Source: an optimization exercise on an open RTL-to-GDS flow (aim: small area). Production flows keep margins and buffers that such runs may drop.
Function was checked by simulation only, so behaviour that the tests miss may differ from the original.
The flow treats the clock pin as an ideal source, which a real chip does not have.
Power is estimated from default activity; no workload was simulated.

==> flow/config.mk <==
export PLATFORM = sky130hd
export DESIGN_NAME = line_buf_ctrl_top
export DESIGN_NICKNAME = line_buf_ctrl_top
export VERILOG_FILES = /design/flow/design.v
export SDC_FILE = /design/flow/constraint.sdc
export NUM_CORES = 4
export LEC_CHECK = 0
export CAP_MARGIN = 20
export CORE_MARGIN = 2
export CORE_UTILIZATION = 60
export CTS_BUF_LIST = sky130_fd_sc_hd__clkbuf_4
export CTS_CLUSTER_DIAMETER = 40
export CTS_CLUSTER_SIZE = 13
export PLACE_DENSITY = 0.7
export SLEW_MARGIN = 20
==> flow/constraint.sdc <==
create_clock -name core_clock -period 10.0 [get_ports {clk}]
set_input_delay 2.0000 -clock core_clock [delete_from_list [all_inputs] [get_ports {clk}]]
set_output_delay 2.0000 -clock core_clock [all_outputs]
set_load 0.01 [all_outputs]
==> flow/design.v <==
module two_port_ram #(
    parameter ADDR_WIDTH = 6,
    parameter DATA_WIDTH = 30,
    parameter RAM_DEPTH  = 1 << ADDR_WIDTH
)(
    input                   clk,
    input                   i_we,
    input  [ADDR_WIDTH-1:0] i_waddr,
    input  [DATA_WIDTH-1:0] i_din,
    input                   i_re,
    input  [ADDR_WIDTH-1:0] i_raddr,
    output [DATA_WIDTH-1:0] o_dout
);
    reg [DATA_WIDTH-1:0] r_mem [0:RAM_DEPTH-1];
    reg [DATA_WIDTH-1:0] r_tmp_data;
    assign o_dout = r_tmp_data;
    always @(posedge clk) begin
        if (i_we)
            r_mem[i_waddr] <= i_din;
    end
    always @(posedge clk) begin
        if (i_re)
            r_tmp_data <= r_mem[i_raddr];
    end
endmodule
module line_buf_ctrl #(
    parameter HTOT = 80,
    parameter HACT = 64
)(
    input             clk,
    input             rstn,
    input             i_vsync,
    input             i_hsync,
    input             i_de,
    input       [9:0] i_r_data,
    input       [9:0] i_g_data,
    input       [9:0] i_b_data,
    output wire       o_vsync,
    output wire       o_hsync,
    output wire       o_de,
    output wire [9:0] o_r_data,
    output wire [9:0] o_g_data,
    output wire [9:0] o_b_data
);
    localparam DELAY_CYCLES = 2 * HTOT;
    localparam CNT_WIDTH    = $clog2(DELAY_CYCLES + 1);
    localparam W            = 33;
    wire [W-1:0] din = {i_vsync, i_hsync, i_de, i_r_data, i_g_data, i_b_data};
    wire [W-1:0] dout;
    genvar b;
    generate
        for (b = 0; b < W; b = b + 1) begin : g_lane
            reg [DELAY_CYCLES-1:0] sr;
            always @(posedge clk)
                sr <= {sr[DELAY_CYCLES-2:0], din[b]};
            assign dout[b] = sr[DELAY_CYCLES-1];
        end
    endgenerate
    reg valid;
    generate
        if (DELAY_CYCLES == 160) begin : g_lfsr
            reg  [7:0] lfsr;
            wire       last = lfsr[6] & ~lfsr[4] & ~lfsr[3] &
                              lfsr[2] &  lfsr[1] &  lfsr[0];
            always @(posedge clk or negedge rstn) begin
                if (!rstn) begin
                    lfsr  <= 8'd0;
                    valid <= 1'b0;
                end else begin
                    lfsr  <= {lfsr[6:0], ~(lfsr[7] ^ lfsr[2])};
                    valid <= valid | last;
                end
            end
        end else begin : g_cnt
            reg [CNT_WIDTH-1:0] cnt;
            always @(posedge clk or negedge rstn) begin
                if (!rstn) begin
                    cnt   <= {CNT_WIDTH{1'b0}};
                    valid <= 1'b0;
                end else begin
                    if (!valid)
                        cnt <= cnt + 1'b1;
                    valid <= valid | (cnt == DELAY_CYCLES - 1);
                end
            end
        end
    endgenerate
    assign o_vsync  = dout[32] & valid;
    assign o_hsync  = dout[31] & valid;
    assign o_de     = dout[30] & valid;
    assign o_r_data = dout[29:20];
    assign o_g_data = dout[19:10];
    assign o_b_data = dout[9:0];
endmodule
module line_buf_ctrl_top #(
    parameter HTOT = 80,   
    parameter HACT = 64    
)(
    input             clk,
    input             rstn,
    input             i_vsync,
    input             i_hsync,
    input             i_de,
    input       [9:0] i_r_data,
    input       [9:0] i_g_data,
    input       [9:0] i_b_data,
    output wire       o_vsync,
    output wire       o_hsync,
    output wire       o_de,
    output wire [9:0] o_r_data,
    output wire [9:0] o_g_data,
    output wire [9:0] o_b_data
);
    line_buf_ctrl #(
        .HTOT(HTOT),
        .HACT(HACT)
    ) u_line_buf_ctrl (
        .clk     (clk),
        .rstn    (rstn),
        .i_vsync (i_vsync),
        .i_hsync (i_hsync),
        .i_de    (i_de),
        .i_r_data(i_r_data),
        .i_g_data(i_g_data),
        .i_b_data(i_b_data),
        .o_vsync (o_vsync),
        .o_hsync (o_hsync),
        .o_de    (o_de),
        .o_r_data(o_r_data),
        .o_g_data(o_g_data),
        .o_b_data(o_b_data)
    );
endmodule
==> flow/flow/run.sh <==
#!/bin/bash
# The standard layout (the standard.sh: unchanged synthesis, floorplan, power grid,
# placement, CTS and routing) with two changes:
#  - the port buffers are the smallest buffer cell instead of the resizer's default pick;
#  - CTS inserts no dummy loads (the same CTS arguments as config.mk's settings otherwise).
# Make's full output goes to flow_make.log; each ORFS step keeps its own log under orfs/logs/.
set -euo pipefail
bash standard.sh finish \
  "BUFFER_PORTS_ARGS=-buffer_cell sky130_fd_sc_hd__buf_1" \
  "CTS_ARGS=-sink_clustering_enable -repair_clock_nets -dont_use_dummy_load -sink_clustering_size 13 -sink_clustering_max_diameter 40 -buf_list sky130_fd_sc_hd__clkbuf_4" \
  > flow_make.log 2>&1
==> flow/standard.sh <==
#!/bin/bash
# synth_recipe.tcl (not shown) runs the flow's synth.tcl, then flattens the netlist and writes it again
# the make line also repeats each setting of config.mk as NAME=value (left out here)
make -C /OpenROAD-flow-scripts/flow DESIGN_CONFIG=/design/flow/config.mk WORK_HOME=/design/flow/orfs CLKGATE_MAP_FILE= SYNTH_SCRIPT=/design/flow/synth_recipe.tcl "${@:-finish}"
==> results.cfg, run 1 <==
[run_status]
status = no timing/DRC/antenna violations

[flow_run]
max_cap_viol_count = 0

[clock_network]
postCtsSetupBuffers = 0
postCtsHoldBufs = 0
insertion_delay_ns = 1.33
clock_sinks = 5289
htree_num_levels = 5
cts-resized-gates = 0
cts-root-buf = clkbuf_4
cts_buffer_depth = 4
clk_pin_slew_worst_paths_ns = 0.12
numCtsBuffers = 493
cts_tree = yes

[detailed_routing]
vias_per_cell = 4.127
routedWlPerCell_um = 10.20
first_iter_violations = 1114
postRouteAntennaNets = 0
first_pass_iters = 4
remaining_drc_errors = 0
wirelength_mm = 83.74
vias = 33880

[floorplanning]
num_io_pins = 68
start_util = 0.6037
core.rowCount = 154
die_width_um = 424.7
die_y_um = 424.7
dieArea_mm2 = 0.1804
core-area_mm2 = 0.1759

[setup_path]
worstPathArrival_ns = 1.98
crit_chain = and2_1 > buf_1
cp_slowest_cell = dfrtp_1
crit_type = reg2out
cp_max_fo = 4
worstSetupStartpointType = register
required_ns = 8.00
critPathMaxStageDelay_ns = 0.42
worst_setup_path_end_kind = primary output

[synth]
yosysWarnings = 1
synth_area_mm2 = 0.1062
ys_seq_elements = 5289
synthDistinctLibCells = 7
synth_cells = 5325
synth_area_per_cell_um2 = 19.94
seq_area_frac_synth = 0.9974
syn_nets = 5360

[sta]
fin_crit_ns = 3.983
post-route-period-util = 0.3983
maxSlewViolCount = 0
worst_pin_slew_ns = 0.5976
clock_skew_ns = 0.06424
finalSetupViolCount = 0
worst_slack_ns = 6.017
tns_ns = 0
hold-worst-slack_ns = 0.2631
rsz0062_at_grt = false
hold_viol_final = 0
maxSlewHeadroom = 0.6016
fmax_mhz = 251.1

[layout]
nFillCells = 12380
instances_no_fill = 8208
layout.nets = 5892
syn_to_final_growth_pct = 6.298
layout-drive-gt1-share = 0.08420

[global_routing]
grt_max_degree = 17
antenna_found_initial = 5
grt_pass1_vias = 34800
gr-total-overflow = 0
grt_util_all_layers = 0.09796
grt_pass1_wl_mm = 152.2

[power]
p_per_area_mw_per_mm2 = 258.7
p_leak_nw = 45.64
ir_worst_vdd_v = 0.0001310

[place]
routabilityCongestion = 0.6324
port_buffers = 67
dp.cells = 7702
dp_slack_ns = 7.347
dp_hpwl_mm = 36.58

[min_path]
hold_class = reg2reg
-- per-layer routing --
metal  vias up  part of all wire  track usage
met1     15700              0.50       0.1300
met3       346             0.052      0.03247
met5         -                 0            0
li1      17290                 -            -
met2       537              0.40       0.1378
met4         0             0.046      0.06459
-- layout by cell type, fill, tap and decap left out, drive strengths merged --
| cell | Yosys | routed |
|---|---|---|
| dfxtp | 5280 | 5280 |
| clkbuf | 0 | 493 |
| buf | 30 | 67 |
| diode | 0 | 13 |
| dfrtp | 9 | 9 |
| and2 | 3 | 3 |
| xnor2 | 1 | 1 |
| nor4bb | 1 | 1 |
| a31o | 1 | 1 |
-- synthesized netlist by cell type --
library cell	count	area share
dfxtp_1	5280	1.0
a31o_1	1	0.000082
buf_4	30	0.0021
nor4bb_1	1	0.000094
dfrtp_1	9	0.0021
xnor2_1	1	0.000082
and2_1	3	0.00018
-- worst max-delay path, delay by kind of cell, from the launching register on --
| family | cells | cell delay [ns] |
|---|---|---|
| DFF | 1 | 0.42 |
| buffers and inverters | 1 | 0.12 |
| and+or+nand+nor | 1 | 0.15 |
-- flip-flops by register name (all words and copies together) (netlist names) --
| name | cells |
|---|---|
| u_line_buf_ctrl.g_lane.sr | 5280 |
| u_line_buf_ctrl.g_lfsr.lfsr | 8 |
| u_line_buf_ctrl.valid | 1 |
-- path summary, 6_finish.rpt --
path                                                         start                                 end  slack (ns)  depth (start not counted)
worst max-delay path                         u_line_buf_ctrl.valid                             o_hsync        6.02                          2
worst min-delay path            u_line_buf_ctrl.g_lane[32].sr[158]  u_line_buf_ctrl.g_lane[32].sr[159]        0.26                          0
worst max register to register      u_line_buf_ctrl.g_lfsr.lfsr[4]               u_line_buf_ctrl.valid        9.10                          2
worst min register to register  u_line_buf_ctrl.g_lane[32].sr[158]  u_line_buf_ctrl.g_lane[32].sr[159]        0.26                          0
max in group asynchronous                                     rstn               u_line_buf_ctrl.valid        9.09                          1
min in group asynchronous                                     rstn      u_line_buf_ctrl.g_lfsr.lfsr[4]        0.59                          1
-- power breakdown --
group | switching, mW | internal, mW
combinational | 0.00181 | 0.00291
clock | 5.45 | 2.27
sequential | 0.0724 | 21.4
total | 5.52 | 23.7
-- kinds of logic (layout without fill, tap and decap cells) --
logic type	count (synthesis)	after routing	synth area share
flip-flops	5289	5289	0.9974
buffers and inverters	30	560	0.002121
AO/OA/AOI/OAI	1	1	0.00008249
XOR/XNOR	1	1	0.00008249
AND/OR/NAND/NOR	4	4	0.0002710
other	0	13	0
-- per-stage QoR --
| stage | total power [mW] | instance area [um2] | util |
|---|---|---|---|
| final | 29.20 | 112900 | 0.6417 |
| after floorplan | 21.93 | 106200 | - |
| after detailed placement | 21.97 | 109200 | 0.6205 |
| after global routing | 30.64 | 112900 | 0.6417 |
| after CTS | 29.77 | 112900 | 0.6415 |
| after global placement | 21.96 | 109200 | 0.6205 |
-- final cells by class --
type,count,area (um2),area share
Multi-Input combinational cell,6,46.29,0.0004101
Clock buffer,493,3701,0.03279
Timing Repair Buffer,67,251.5,0.002228
Sequential cell,5289,105900,0.9384
Tap cell,2340,2928,0.02594
Antenna cell,13,32.53,0.0002882
==> run 2: changes to the inputs <==
--- a/flow/config.mk
+++ b/flow/config.mk
@@ -8,8 +8,8 @@
 export CAP_MARGIN = 20
 export CORE_MARGIN = 2
-export CORE_UTILIZATION = 60
+export CORE_UTILIZATION = 72
 export CTS_BUF_LIST = sky130_fd_sc_hd__clkbuf_4
 export CTS_CLUSTER_DIAMETER = 40
 export CTS_CLUSTER_SIZE = 13
-export PLACE_DENSITY = 0.7
+export PLACE_DENSITY = 0.82
 export SLEW_MARGIN = 20
==> results.cfg, run 2 <==
[clock_network]
clk_pin_slew_worst_paths_ns = 0.12
postCtsSetupBuffers = 0
cts_buffer_depth = 4
cts_tree = yes
clock_sinks = 5289
insertion_delay_ns = 1.24
postCtsHoldBufs = 0
cts-root-buf = clkbuf_4
cts-resized-gates = 0
numCtsBuffers = 469
htree_num_levels = 5

[detailed_routing]
vias = 33600
first_pass_iters = 3
postRouteAntennaNets = 0
wirelength_mm = 87.03
vias_per_cell = 4.333
remaining_drc_errors = 0
routedWlPerCell_um = 11.22
first_iter_violations = 726

[power]
p_per_area_mw_per_mm2 = 258.6
p_int_mw = 23.58
swShare = 0.1872
p_leak_nw = 45.53
comb_power_share = 0
seqPwrFrac = 0.741
power.switching_mw = 5.430
ir_worst_vdd_v = 0.0001560
clkPwrFrac = 0.259

[setup_path]
cp.depth = 2
crit_type = reg2out
cp_max_fo = 4
worst_setup_path_end_kind = primary output
worstSetupStartpointType = register
critPathMaxStageDelay_ns = 0.42
cp_slowest_cell = dfrtp_1
r2r_cells = 2
required_ns = 8.00
worstPathArrival_ns = 1.88
worst_path_dominant_cell_family = flip-flops
path_buf_inv = 1
startpoint = u_line_buf_ctrl.valid
crit_chain = and2_1 > buf_1
r2r_slack_ns = 9.06
rr_startpoint = u_line_buf_ctrl.g_lfsr.lfsr[4]

[run_status]
status = no timing/DRC/antenna violations

[global_routing]
grt_pass1_vias = 34760
grt_pass1_wl_mm = 153.2
grt_util_all_layers = 0.1192
grt_max_degree = 17
antenna_found_initial = 2
gr-total-overflow = 0

[synth]
synth_commonest_cells = dfxtp_1, buf_4, dfrtp_1
synth_top_family_by_area = buffers and inverters
synth.mux.area_fraction = 0
synth.area.top_cells = dfxtp_1, buf_4, dfrtp_1, and2_1, nor4bb_1
synthXorXnorAreaFrac = 0.00008247
synth_top_cell_area_share = 0.9953
ys_async_sr_fraction = 0.001702
synth_area_per_cell_um2 = 19.94
synth_cells = 5325
syn_nets = 5360
yosysTopAreaCell = dfxtp_1
ys_seq_elements = 5289
synth_area_mm2 = 0.1062
yosys.area_share.simple = 0.0002710
yosysMostFrequentCell = dfxtp_1
synthDistinctLibCells = 7
synth_compound_area_frac = 0.00008247
synth_edf_count = 0
yosysWarnings = 1
synth_fa_ha_area_frac = 0
seq_area_frac_synth = 0.9974
ys.flop_type = dfxtp_1

[floorplanning]
dieArea_mm2 = 0.1506
core-area_mm2 = 0.1461
die_y_um = 388.1
start_util = 0.7269
num_io_pins = 68
die_width_um = 388.1
core.rowCount = 140

[place]
routabilityCongestion = 0.6461
port_buffers = 67
dp.cells = 7279
dp_hpwl_mm = 41.47
dp_slack_ns = 7.352

[sta]
fmax_mhz = 257.4
worst_pin_slew_ns = 0.5123
rsz0062_at_grt = false
maxSlewHeadroom = 0.6585
maxSlewViolCount = 0
finalSetupViolCount = 0
fin_crit_ns = 3.885
post-route-period-util = 0.3885
tns_ns = 0
worst_slack_ns = 6.115
clock_skew_ns = 0.05960
hold-worst-slack_ns = 0.2643
hold_viol_final = 0

[layout]
layout-drive-gt1-share = 0.08043
largest_reg_flops = 5280
syn_to_final_growth_pct = 5.613
final_cell_mix = dfxtp_1, clkbuf_4, buf_1
reg.largest.list = u_line_buf_ctrl.g_lane.sr x5280, u_line_buf_ctrl.g_lfsr.lfsr x8, u_line_buf_ctrl.valid x1
final_common_cell = dfxtp_1
multi_input_area_um2 = 46.29
layout.nets = 5868
register_area_mm2 = 0.1059
nFillCells = 8276
largest-register = u_line_buf_ctrl.g_lane.sr
instances_no_fill = 7754

[min_path]
hp-start = u_line_buf_ctrl.g_lane[11].sr[1]
hold_class = reg2reg
hold_depth = 0

[flow_run]
max_cap_viol_count = 0
run 2: cell counts after synthesis:
No cell type changed its count.
run 2: logic make-up after synthesis:
logic type      Yosys count
compound gates            1
simple gates              4
xor+xnor                  1
flops                  5289
buf+inv                  30
run 2: worst paths after layout:
kind | to
max | o_hsync
min | u_line_buf_ctrl.g_lane[11].sr[2]
max reg2reg | u_line_buf_ctrl.valid
min reg2reg | u_line_buf_ctrl.g_lane[11].sr[2]
max in group asynchronous | u_line_buf_ctrl.g_lfsr.lfsr[3]
min in group asynchronous | u_line_buf_ctrl.g_lfsr.lfsr[5]
run 2: metal layers:
| layer | vias to the layer above | routed length, um | global-route usage |
|---|---|---|---|
| met5 | - | 0 | 0 |
| met2 | 500 | 37460 | 0.1756 |
| li1 | 17230 | - | - |
| met4 | 0 | 3022 | 0.06487 |
| met1 | 15590 | 42920 | 0.1618 |
| met3 | 275 | 3633 | 0.03380 |
run 2: power by group through the flow:
stage | clock (mW) | combinational, mW | sequential (mW)
finish | 7.52 | 0.00481 | 21.5
global route | 8.73 | 0.00551 | 21.5
CTS | 7.94 | 0.00501 | 21.5
detailed placement | 0 | 0.00505 | 22.0
global placement | 0 | 0.00447 | 22.0
floorplan | 0 | 0.000000184 | 21.9
run 2: layout make-up:
class	instances	area share
Antenna cell	6	0.0001339
Clock buffer	469	0.03139
Multi-Input combinational cell	6	0.0004128
Sequential cell	5289	0.9444
Tap cell	1917	0.02139
Timing Repair Buffer	67	0.002242
run 2: metrics by stage:
step / power (mW) / utilization / cell area, um2
finish: 29.01 / 0.7677 / 112200
global route: 30.27 / 0.7677 / 112200
CTS: 29.45 / 0.7676 / 112100
detailed placement: 21.98 / 0.7435 / 108600
global placement: 21.96 / 0.7435 / 108600
floorplan: 21.93 / - / 106200
==> run 3: changes to the inputs <==
--- a/flow/design.v
+++ b/flow/design.v
@@ -57,33 +57,12 @@
         end
     endgenerate
-    reg valid;
-    generate
-        if (DELAY_CYCLES == 160) begin : g_lfsr
-            reg  [7:0] lfsr;
-            wire       last = lfsr[6] & ~lfsr[4] & ~lfsr[3] &
-                              lfsr[2] &  lfsr[1] &  lfsr[0];
-            always @(posedge clk or negedge rstn) begin
-                if (!rstn) begin
-                    lfsr  <= 8'd0;
-                    valid <= 1'b0;
-                end else begin
-                    lfsr  <= {lfsr[6:0], ~(lfsr[7] ^ lfsr[2])};
-                    valid <= valid | last;
-                end
-            end
-        end else begin : g_cnt
-            reg [CNT_WIDTH-1:0] cnt;
-            always @(posedge clk or negedge rstn) begin
-                if (!rstn) begin
-                    cnt   <= {CNT_WIDTH{1'b0}};
-                    valid <= 1'b0;
-                end else begin
-                    if (!valid)
-                        cnt <= cnt + 1'b1;
-                    valid <= valid | (cnt == DELAY_CYCLES - 1);
-                end
-            end
-        end
-    endgenerate
+    reg  [CNT_WIDTH-1:0] cnt;
+    wire                 valid = (cnt == DELAY_CYCLES);
+    always @(posedge clk or negedge rstn) begin
+        if (!rstn)
+            cnt <= {CNT_WIDTH{1'b0}};
+        else if (!valid)
+            cnt <= cnt + 1'b1;
+    end
     assign o_vsync  = dout[32] & valid;
     assign o_hsync  = dout[31] & valid;
==> flow/flow/run.sh (replaced) <==
#!/bin/bash
# The standard layout (the standard.sh: unchanged synthesis, floorplan, power grid,
# placement, CTS and routing) with three changes:
#  - the port buffers are the smallest buffer cell instead of the resizer's default pick;
#  - CTS inserts no dummy loads (the same CTS arguments as config.mk's settings otherwise);
#  - after CTS, flow/post_cts.tcl upsizes any clock buffer whose flip-flop clock pins see
#    too high a slew.
# Make's full output goes to flow_make.log; each ORFS step keeps its own log under orfs/logs/.
set -euo pipefail
bash standard.sh finish \
  "BUFFER_PORTS_ARGS=-buffer_cell sky130_fd_sc_hd__buf_1" \
  "CTS_ARGS=-sink_clustering_enable -repair_clock_nets -dont_use_dummy_load -sink_clustering_size 12 -sink_clustering_max_diameter 40 -buf_list sky130_fd_sc_hd__clkbuf_4" \
  "POST_CTS_TCL=$PWD/flow/post_cts.tcl" \
  > flow_make.log 2>&1
==> flow/flow/post_cts.tcl (new file) <==
set target_ps 122.0
set ladder {sky130_fd_sc_hd__clkbuf_4 sky130_fd_sc_hd__clkbuf_8 sky130_fd_sc_hd__clkbuf_16}

proc load_slew_ps {inst} {
  set worst 0.0
  set opin [get_pins -of_objects $inst -filter "direction==output"]
  foreach p [get_pins -of_objects [get_nets -of_objects $opin] -filter "direction==input"] {
    foreach a {slew_max_rise slew_max_fall} {
      set s [expr {[sta::time_ui_sta [get_property $p $a]] * 1e12}]
      if {$s > $worst} { set worst $s }
    }
  }
  return $worst
}

for {set pass 0} {$pass < 12} {incr pass} {
  estimate_parasitics -placement
  set changed 0
  foreach inst [get_cells *] {
    set m [get_property $inst ref_name]
    set i [lsearch $ladder $m]
    if {$i < 0 || $i == [llength $ladder] - 1} continue
    set s [load_slew_ps $inst]
    if {$s > $target_ps} {
      set n [lindex $ladder [expr {$i + 1}]]
      puts "post_cts: [get_property $inst full_name] $m -> $n (load slew [format %.1f $s] ps)"
      replace_cell $inst $n
      incr changed
    }
  }
  puts "post_cts: pass $pass upsized $changed clock buffers"
  if {$changed == 0} break
  # Legalize before measuring again: moving a buffer changes its wires.
  detailed_placement
}

check_placement -verbose
estimate_parasitics -placement
--- a/flow/config.mk
+++ b/flow/config.mk
@@ -8,8 +8,8 @@
 export CAP_MARGIN = 20
 export CORE_MARGIN = 2
-export CORE_UTILIZATION = 72
+export CORE_UTILIZATION = 75
 export CTS_BUF_LIST = sky130_fd_sc_hd__clkbuf_4
 export CTS_CLUSTER_DIAMETER = 40
-export CTS_CLUSTER_SIZE = 13
-export PLACE_DENSITY = 0.82
+export CTS_CLUSTER_SIZE = 12
+export PLACE_DENSITY = 0.85
 export SLEW_MARGIN = 20
==> results.cfg, run 3 <==
[global_routing]
grt_pass1_wl_mm = 219.7
grt_max_degree = 17
gr-total-overflow = 0
grt_util_all_layers = 0.1966
antenna_found_initial = 7
grt_pass1_vias = 40060

[layout]
largest_reg_flops = 5280
layout.nets = 5917
reg.largest.list = u_line_buf_ctrl.g_lane.sr x5280, u_line_buf_ctrl.cnt x8
syn_to_final_growth_pct = 7.436
register_area_mm2 = 0.1059
multi_input_area_um2 = 219.0
layout-drive-gt1-share = 0.08506
final_cell_mix = dfxtp_1, clkbuf_4, clkbuf_8
nFillCells = 6276
fin_area_mm2 = 0.1143
largest-register = u_line_buf_ctrl.g_lane.sr
instances_no_fill = 7782
final_common_cell = dfxtp_1
final_core_util = 0.8100

[synth]
synth_cells = 5345
synth_commonest_cells = dfxtp_1, buf_4, dfrtp_1
synthDistinctLibCells = 19
yosysWarnings = 1
seq_area_frac_synth = 0.9958
ys_seq_elements = 5288
synth_area_per_cell_um2 = 19.90
yosysMostFrequentCell = dfxtp_1
synth_top_cell_area_share = 0.9939
synth.area.top_cells = dfxtp_1, buf_4, dfrtp_1, xnor2_1, nand4bb_4
synth_area_mm2 = 0.1064
synth_edf_count = 0
yosysTopAreaCell = dfxtp_1
syn_nets = 5382
ys.flop_type = dfxtp_1
ys_async_sr_fraction = 0.001513

[floorplanning]
num_io_pins = 68
core.rowCount = 138
start_util = 0.7539
dieArea_mm2 = 0.1448
die_width_um = 380.6
core-area_mm2 = 0.1411
die_y_um = 380.6

[sta]
fin_crit_ns = 4.184
worst_pin_slew_ns = 0.4558
maxSlewViolCount = 0
maxSlewHeadroom = 0.6961
rsz0062_at_grt = false
post-route-period-util = 0.4184
hold_viol_final = 0
fmax_mhz = 239.0
tns_ns = 0
clock_skew_ns = 0.09029
finalSetupViolCount = 0

[detailed_routing]
routedWlPerCell_um = 17.62
postRouteAntennaNets = 0
vias = 34830
first_iter_violations = 1486
first_pass_iters = 4
wirelength_mm = 137.1
remaining_drc_errors = 0
vias_per_cell = 4.476

[setup_path]
r2r_cells = 5
required_ns = 8.00
worstSetupStartpointType = register
worst_setup_path_end_kind = primary output
worstPathArrival_ns = 2.18
cp_max_fo = 5
crit_type = reg2out

[clock_network]
clock_sinks = 5288
clk_pin_slew_worst_paths_ns = 0.12
insertion_delay_ns = 0.91
cts_tree = yes

[flow_run]
max_cap_viol_count = 0

[power]
p_leak_nw = 46.44
ir_worst_vdd_v = 0.0002082
p_per_area_mw_per_mm2 = 274.4

[place]
dp_hpwl_mm = 50.10
placed_area_mm2 = 0.1087
dp.cells = 7272
routabilityCongestion = 0.6510
port_buffers = 67

[min_path]
hold_class = reg2reg
hold_depth = 0

[run_status]
status = no timing/DRC/antenna violations
## run 3: changes by cell type after synthesis, moves of 2 or more
cell / delta
inv_1: +2
xnor2_1: +3
nand2_1: +2
nand3_1: +3
ha_1: +2
xor2_1: +2
## run 3: logic make-up after synthesis
| kind of cell | after synthesis | share of synthesized area |
|---|---|---|
| flip-flops | 5288 | 0.9958 |
| XOR/XNOR | 6 | 0.0004941 |
| AND/OR/NAND/NOR | 14 | 0.001047 |
| multiplexers | 2 | 0.0002353 |
| buffers and inverters | 32 | 0.002188 |
| adder cells (fa/ha/maj) | 2 | 0.0002353 |
| AO/OA/AOI/OAI | 1 | 0.00004701 |
## run 3: layout make-up
class,instances,share of cell area
clock buffers,496,0.04798
diodes,14,0.0003066
multi-input cells,25,0.001916
inverters,2,0.00006570
repair buffers,67,0.002201
well taps,1890,0.02070
flip-flops and latches,5288,0.9268
## run 3: final timing paths
check,from,end,slack (ns)
setup / recovery,u_line_buf_ctrl.cnt[0],o_de,5.82
hold / removal,u_line_buf_ctrl.g_lane[8].sr[42],u_line_buf_ctrl.g_lane[8].sr[43],0.25
setup reg to reg,u_line_buf_ctrl.cnt[0],u_line_buf_ctrl.cnt[1],8.57
hold reg to reg,u_line_buf_ctrl.g_lane[8].sr[42],u_line_buf_ctrl.g_lane[8].sr[43],0.25
max in group asynchronous,rstn,u_line_buf_ctrl.cnt[3],8.62
min in group asynchronous,rstn,u_line_buf_ctrl.cnt[7],1.02
## run 3: metal layers
layer / part of all wire / vias to the layer above / GRT usage / routed length (um)
li1: - / 17250 / - / -
met1: 0.40 / 16750 / 0.2273 / 54960
met2: 0.54 / 581 / 0.3534 / 73400
met3: 0.040 / 250 / 0.04872 / 5423
met4: 0.024 / 0 / 0.07334 / 3348
met5: 0 / - / 0 / 0
## run 3: critical path, cell delays in order, from the launching register on
cell and delay (ns):
dfrtp_1 0.45, inv_1 0.08, ha_1 0.14, nand2b_1 0.11
nor3_4 0.23, and2_1 0.16, buf_1 0.15
## run 3: report_power, final
| part | total [mW] | leakage (nW) | internal (mW) | switching [mW] |
|---|---|---|---|---|
| clock | 9.81 | 3.03 | 3.58 | 6.23 |
| combinational | 0.00596 | 0.156 | 0.00294 | 0.00302 |
| sequential | 21.5 | 43.3 | 21.4 | 0.140 |
| total | 31.4 | 46.4 | 25.0 | 6.37 |
## run 3: per-stage QoR
step	hold slack (ns)	power, mW	worst slack, ns
2_1_floorplan	0.3096	21.93	6.915
3_3_place_gp	0.3106	21.96	6.769
6_report	0.2473	31.36	5.816
5_1_grt	0.2643	32.45	5.615
3_5_place_dp	0.3121	21.99	6.731
==> run 4: changes to the inputs <==
--- a/flow/flow/run.sh
+++ b/flow/flow/run.sh
@@ -10,5 +10,5 @@
 bash standard.sh finish \
   "BUFFER_PORTS_ARGS=-buffer_cell sky130_fd_sc_hd__buf_1" \
-  "CTS_ARGS=-sink_clustering_enable -repair_clock_nets -dont_use_dummy_load -sink_clustering_size 12 -sink_clustering_max_diameter 40 -buf_list sky130_fd_sc_hd__clkbuf_4" \
+  "CTS_ARGS=-sink_clustering_enable -repair_clock_nets -dont_use_dummy_load -sink_clustering_size 20 -sink_clustering_max_diameter 50 -buf_list sky130_fd_sc_hd__clkbuf_8" \
   "POST_CTS_TCL=$PWD/flow/post_cts.tcl" \
   > flow_make.log 2>&1
--- a/flow/config.mk
+++ b/flow/config.mk
@@ -9,7 +9,7 @@
 export CORE_MARGIN = 2
 export CORE_UTILIZATION = 75
-export CTS_BUF_LIST = sky130_fd_sc_hd__clkbuf_4
-export CTS_CLUSTER_DIAMETER = 40
-export CTS_CLUSTER_SIZE = 12
+export CTS_BUF_LIST = sky130_fd_sc_hd__clkbuf_8
+export CTS_CLUSTER_DIAMETER = 50
+export CTS_CLUSTER_SIZE = 20
 export PLACE_DENSITY = 0.85
 export SLEW_MARGIN = 20
==> results.cfg, run 4 <==
[clock_network]
clock_sinks = 5288

[synth]
synthDistinctLibCells = 19
synth_top_cell_area_share = 0.9939
synth_edf_count = 0
yosysTopAreaCell = dfxtp_1
synth_cells = 5345
ys.flop_type = dfxtp_1
seq_area_frac_synth = 0.9958
ys_async_sr_fraction = 0.001513
syn_nets = 5382
ys_seq_elements = 5288
synth_commonest_cells = dfxtp_1, buf_4, dfrtp_1
synth_area_per_cell_um2 = 19.90
synth_area_mm2 = 0.1064
synth.area.top_cells = dfxtp_1, buf_4, dfrtp_1, xnor2_1, nand4bb_4
yosysWarnings = 1
yosysMostFrequentCell = dfxtp_1

[run_status]
stop_error = [ERROR DPL-0033] detailed placement checks failed during check placement.
failed_stage = clock tree synthesis
status = aborted with a tool error

[place]
port_buffers = 67
routabilityCongestion = 0.6510
dp_hpwl_mm = 50.10
dp_slack_ns = 6.731

[floorplanning]
die_y_um = 380.6
die_width_um = 380.6
start_util = 0.7539
num_io_pins = 68
core.rowCount = 138
[run 4: cells by family after synthesis]
kind of cell	Yosys count	share of synthesized area
flops	5288	0.9958
xor+xnor	6	0.0004941
mux	2	0.0002353
simple gates	14	0.001047
buf+inv	32	0.002188
compound gates	1	0.00004701
fa+ha+maj	2	0.0002353
[run 4: power groups by stage]
stage	combinational [mW]	sequential (mW)	clock, mW
2_1_floorplan	0.000000241	21.9	0
3_3_place_gp	0.00446	22.0	0
3_5_place_dp	0.00567	22.0	0
[run 4: how the worst max path moves through the flow]
stage	startpoint	endpoint	depth (start not counted)
3_5_place_dp	u_line_buf_ctrl.cnt[0]	o_de	6
3_3_place_gp	u_line_buf_ctrl.cnt[0]	o_hsync	6
2_1_floorplan	u_line_buf_ctrl.cnt[3]	o_de	3
[run 4: through the flow]
stage	std cells	instance area (um2)	total power [mW]	utilization
floorplan	5345	106400	21.93	-
global placement	7272	108700	21.96	0.7709
detailed placement	7272	108700	21.99	0.7709
==> run 5: changes to the inputs <==
--- a/flow/flow/post_cts.tcl
+++ b/flow/flow/post_cts.tcl
@@ -1,3 +1,3 @@
-set target_ps 122.0
+set target_ps 127.0
 set ladder {sky130_fd_sc_hd__clkbuf_4 sky130_fd_sc_hd__clkbuf_8 sky130_fd_sc_hd__clkbuf_16}
 
--- a/flow/config.mk
+++ b/flow/config.mk
@@ -8,8 +8,8 @@
 export CAP_MARGIN = 20
 export CORE_MARGIN = 2
-export CORE_UTILIZATION = 75
+export CORE_UTILIZATION = 65
 export CTS_BUF_LIST = sky130_fd_sc_hd__clkbuf_8
 export CTS_CLUSTER_DIAMETER = 50
 export CTS_CLUSTER_SIZE = 20
-export PLACE_DENSITY = 0.85
+export PLACE_DENSITY = 0.75
 export SLEW_MARGIN = 20
==> results.cfg, run 5 <==
[global_routing]
gr-total-overflow = 0
grt_pass1_vias = 33050
antenna_found_initial = 1
grt_max_degree = 21
grt_util_all_layers = 0.1042
grt_pass1_wl_mm = 149.3

[setup_path]
critPathMaxStageDelay_ns = 0.44
crit_chain = nand4bb_4 > nor3_4 > and2_1 > buf_1
required_ns = 8.00
worst_path_dominant_cell_family = simple AND/OR/NAND/NOR gates
worstSetupStartpointType = register
worstPathArrival_ns = 2.13
cp_max_fo = 5
cp_slowest_cell = dfrtp_1
path_buf_inv = 1
worst_setup_path_end_kind = primary output
crit_type = reg2out

[synth]
synth.area.top_cells = dfxtp_1, buf_4, dfrtp_1, xnor2_1, nand4bb_4
syn_nets = 5382
yosysWarnings = 1
synth_area_mm2 = 0.1064
yosysTopAreaCell = dfxtp_1
synth_edf_count = 0
synth_commonest_cells = dfxtp_1, buf_4, dfrtp_1
synth_cells = 5345
synthDistinctLibCells = 19
yosysMostFrequentCell = dfxtp_1
seq_area_frac_synth = 0.9958
synth_area_per_cell_um2 = 19.90
ys_async_sr_fraction = 0.001513
ys.flop_type = dfxtp_1
synth_top_cell_area_share = 0.9939
ys_seq_elements = 5288

[sta]
hold_viol_final = 0
hold-worst-slack_ns = 0.2876
maxSlewViolCount = 0
worst_pin_slew_ns = 0.3978
finalSetupViolCount = 0
rsz0062_at_grt = false
tns_ns = 0
maxSlewHeadroom = 0.7348
fmax_mhz = 242.0
clock_skew_ns = 0.05044
post-route-period-util = 0.4132
fin_crit_ns = 4.132

[place]
port_buffers = 67
dp_hpwl_mm = 39.16
routabilityCongestion = 0.6396

[layout]
layout.nets = 5737
reg.largest.list = u_line_buf_ctrl.g_lane.sr x5280, u_line_buf_ctrl.cnt x8
final_cell_mix = dfxtp_1, clkbuf_8, buf_1
final_common_cell = dfxtp_1
largest-register = u_line_buf_ctrl.g_lane.sr
largest_reg_flops = 5280
syn_to_final_growth_pct = 6.968
layout-drive-gt1-share = 0.05616

[floorplanning]
core.rowCount = 148
dieArea_mm2 = 0.1669
die_width_um = 408.5
die_y_um = 408.5
start_util = 0.6541
core-area_mm2 = 0.1626
num_io_pins = 68

[power]
seqPwrFrac = 0.714
p_int_mw = 24.52
fin_total_pwr_mw = 30.06
comb_power_share = 0
clkPwrFrac = 0.286
p_leak_nw = 45.83
swShare = 0.1843
p_per_area_mw_per_mm2 = 264.3
power.switching_mw = 5.540
ir_worst_vdd_v = 0.0001785

[detailed_routing]
first_iter_violations = 1460
wirelength_mm = 85.21
first_pass_iters = 4
vias_per_cell = 4.178
routedWlPerCell_um = 10.82
vias = 32910
postRouteAntennaNets = 0
remaining_drc_errors = 0

[flow_run]
max_cap_viol_count = 0

[clock_network]
cts_tree = yes
clock_sinks = 5288
clk_pin_slew_worst_paths_ns = 0.10
insertion_delay_ns = 0.86

[min_path]
hold_class = reg2reg

[run_status]
status = no timing/DRC/antenna violations
run 5: cell type report:
cell class | count | area [um2]
diodes | 4 | 10.01
clock buffers | 316 | 4653
flip-flops and latches | 5288 | 105900
multi-input cells | 25 | 219.0
well taps | 2175 | 2721
repair buffers | 67 | 251.5
inverters | 2 | 7.507
fillers | 10470 | 48820
run 5: cells by family after synthesis:
group,synth area share
compound gates,0.00004701
simple gates,0.001047
fa+ha+maj,0.0002353
flops,0.9958
buf+inv,0.002188
mux,0.0002353
xor+xnor,0.0004941
run 5: layer usage:
layer	vias up	GRT usage	wire length, um
met1	15400	0.1447	43240
met5	-	0	0
met2	421	0.1483	34040
li1	16770	-	-
met4	0	0.05522	3675
met3	311	0.03160	4248
run 5: metrics by stage:
stage,setup WS (ns),area [um2],cells,util
floorplan,6.915,106400,5345,-
global placement,6.781,109100,7557,0.6710
detailed placement,6.686,109100,7557,0.6710
global route,5.678,113800,7875,0.6997
finish,5.868,113800,7877,0.6997
run 5: final timing paths:
| check | startpoint | endpoint | slack [ns] | cells past startpoint |
|---|---|---|---|---|
| setup / recovery | u_line_buf_ctrl.cnt[3] | o_vsync | 5.87 | 4 |
| hold / removal | u_line_buf_ctrl.g_lane[12].sr[5] | u_line_buf_ctrl.g_lane[12].sr[6] | 0.29 | 0 |
| setup reg to reg | u_line_buf_ctrl.cnt[3] | u_line_buf_ctrl.cnt[1] | 8.55 | 3 |
| hold reg to reg | u_line_buf_ctrl.g_lane[12].sr[5] | u_line_buf_ctrl.g_lane[12].sr[6] | 0.29 | 0 |
| max in group asynchronous | rstn | u_line_buf_ctrl.cnt[1] | 8.64 | 1 |
| min in group asynchronous | rstn | u_line_buf_ctrl.cnt[4] | 1.04 | 1 |
run 5: power by group through the flow:
stage / Clock [mW] / Combinational (mW) / Sequential, mW
2_1_floorplan: 0 / 0.000000241 / 21.9
3_3_place_gp: 0 / 0.00446 / 21.9
3_5_place_dp: 0 / 0.00483 / 22.0
5_1_grt: 9.76 / 0.00546 / 21.5
6_report: 8.58 / 0.00470 / 21.5
run 5: worst reg2reg max path: cells and delay by family, from the launching register on:
family | cells | cell delay [ns]
muxes | 1 | 0.33
DFF | 1 | 0.44
and+or+nand+nor | 2 | 0.55

## separate check: timing with driven ports
How much do the figures lean on ideal ports? The routed layouts below were timed once more, with nothing changed but the port constraints.
Step 1: set_driving_cell puts a clkbuf_16 on clk and a buf_2 on each other input, an assumption about the parent block.
Step 2 moves the port delays by t, midway between the first and last clock arrival at a register: inputs arrive t later, outputs are due t later. That takes back most of the time a late clock gives input paths.
a / b / c = ideal ports / drivers / drivers and shift; a / b = the first two.
run	t, ns	slack for setup (ns)	hold slack, ns	latest minus earliest clock arrival (ns)	worst data-port slew with drivers (ns)
run 1	1.360	6.017 / 5.949 / 7.309	0.263 / 0.263 / 0.263	0.094 / 0.095	0.03
run 2	1.269	6.115 / 6.047 / 7.316	0.264 / 0.264 / 0.264	0.088 / 0.088	0.03
run 3	0.940	5.816 / 5.736 / 6.676	0.247 / 0.247 / 0.247	0.100 / 0.101	0.04
run 5	0.896	5.868 / 5.795 / 6.691	0.288 / 0.288 / 0.288	0.075 / 0.074	0.03
After both steps setup and hold are still met in every run listed.
